Background: an optimization exercise with open tools, aiming at small area and a short achievable clock period. Do not read the settings as production practice. The RTL was checked by simulation tests, not by an equivalence proof against the original design.

try-umber:
Design fpu_addmul, start of the top module:
module fpu_addmul(
  input  wire        clk,
  input  wire        op,      
  input  wire [31:0] s,
  input  wire [31:0] t,
  output wire [31:0] d
);
function [48:0] skl_carry;
  input [47:0] a;
  input [47:0] b;
  input        ci;
  reg   [48:0] cg, cp;
  integer i, k;
  begin
    cg = {a & b, ci};
    cp = {a ^ b, 1'b0};
    for (k = 0; k < 6; k = k + 1)
      for (i = 0; i < 49; i = i + 1)
        if (((i >> k) & 1) == 1) begin
          cg[i] = cg[i] | (cp[i] & cg[((i >> k) << k) - 1]);
          cp[i] = cp[i] & cp[((i >> k) << k) - 1];
        end
    skl_carry = cg;
  end
endfunction
function [4:0] lzc32;
  input [31:0] x;
  reg [15:0] v0, p0;
  reg [7:0]  v1; reg [15:0] p1;
  reg [3:0]  v2; reg [11:0] p2;
  reg [1:0]  v3; reg [7:0]  p3;
  integer k;
  begin
    for (k = 0; k < 16; k = k + 1) begin
      v0[k] = x[2*k+1] | x[2*k];
      p0[k] = ~x[2*k+1];
    end
    for (k = 0; k < 8; k = k + 1) begin
      v1[k] = v0[2*k+1] | v0[2*k];
      p1[2*k+1 -: 2] = v0[2*k+1] ? {1'b0, p0[2*k+1]} : {1'b1, p0[2*k]};
    end
    for (k = 0; k < 4; k = k + 1) begin
      v2[k] = v1[2*k+1] | v1[2*k];
      p2[3*k+2 -: 3] = v1[2*k+1] ? {1'b0, p1[4*k+3 -: 2]} : {1'b1, p1[4*k+1 -: 2]};
    end
  ...
==> flow/config.mk <==
export PLATFORM = sky130hd
export DESIGN_NAME = fpu_addmul
export DESIGN_NICKNAME = fpu_addmul
export VERILOG_FILES = /design/flow/design.v
export SDC_FILE = /design/flow/constraint.sdc
export NUM_CORES = 4
export LEC_CHECK = 0
export CAP_MARGIN = 10
export CORE_MARGIN = 2
export CORE_UTILIZATION = 40
export CTS_BUF_LIST = sky130_fd_sc_hd__clkbuf_4 sky130_fd_sc_hd__clkbuf_8
export SLEW_MARGIN = 10
export SYNTH_HIERARCHICAL = 1
export TNS_END_PERCENT = 5
==> flow/constraint.sdc <==
create_clock -name core_clock -period 13.0 [get_ports {clk}]
set_input_delay 2.6000 -clock core_clock [delete_from_list [all_inputs] [get_ports {clk}]]
set_output_delay 2.6000 -clock core_clock [all_outputs]
set_load 0.01 [all_outputs]
standard.sh (not shown) runs the stock make flow with config.mk's settings and CLKGATE_MAP_FILE= SYNTH_SCRIPT=/design/flow/synth_recipe.tcl, a recipe that flattens the netlist after the stock synthesis.
==> flow/flow/run.sh <==
#!/bin/bash
set -euo pipefail
export SETUP_SLACK_MARGIN=7
export BUFFER_PORTS_ARGS="-buffer_cell sky130_fd_sc_hd__buf_2"
bash standard.sh > standard.log 2>&1
Inputs modified between try-umber and try-pepper:
Settings: clearing CTS_BUF_LIST, which used to be sky130_fd_sc_hd__clkbuf_4 sky130_fd_sc_hd__clkbuf_8; swapping 10 for 20 in SLEW_MARGIN; swapping 10 for 20 in CAP_MARGIN.
--- outcome ---
try-umber → try-pepper: global-route usage over all layers about even; critical path required time lost 2970 ps; hold slack now larger; cell area ~0 delta.
Changes observed in try-pepper relative to try-umber: worst setup slack fell 92 ps; fmax fell about 1.5%; clock period minus final worst setup slack rose 92 ps.
The inputs of try-indigo differ from those of try-pepper as listed below.
Settings: CTS_BUF_LIST now sky130_fd_sc_hd__clkbuf_4 sky130_fd_sc_hd__clkbuf_8, previously not set; CAP_MARGIN now 5, was 20; SLEW_MARGIN now 5, was 20.
[summary]
- try-indigo: PASS, flow complete, no timing, DRC or antenna violations
- Re critical path required time: try-pepper was lower than try-indigo.
- Routed wire length on met3 (try-indigo over try-pepper): increase, 4.9%
- Compared with try-pepper, in try-indigo highest achievable clock rate increased 2.5 MHz; fraction of cell area in non-clock buffers increased 0.42 points; met1 track demand over resource in global routing decreased 0.23 points.
- On area used by multi-input combinational logic, try-indigo tracks try-pepper almost exactly.
- Post-detailed-routing wire length of try-indigo is on par with try-pepper.
- Diff try-pepper -> try-indigo | worst setup slack | increase of 92 ps

[what the ideal ports hide]
The flow's constraints put no driver on any port. The routed layouts listed below were extracted and timed again, unchanged, in two steps. Step 1 assumes that a clkbuf_16 drives the clock port and a buf_2 every other input. Step 2, shift: input delay + t, output delay - t, t = (earliest + latest rising clock arrival at the registers) / 2. This alone moves slack from input paths to output paths. Slacks: ideal ports / drivers / drivers and shift; pairs: ideal ports / drivers.
run	shift t [ns]	setup slack, ns	hold slack, ns	worst setup path after step 2
try-umber	0.566	6.990 / 6.936 / 6.678	0.636 / 0.636 / 0.636	input to register
try-pepper	0.512	6.899 / 6.831 / 6.761	0.659 / 0.659 / 0.659	input to register
try-indigo	0.566	6.990 / 6.936 / 6.678	0.636 / 0.636 / 0.636	input to register
After both steps every run listed still meets setup and hold.
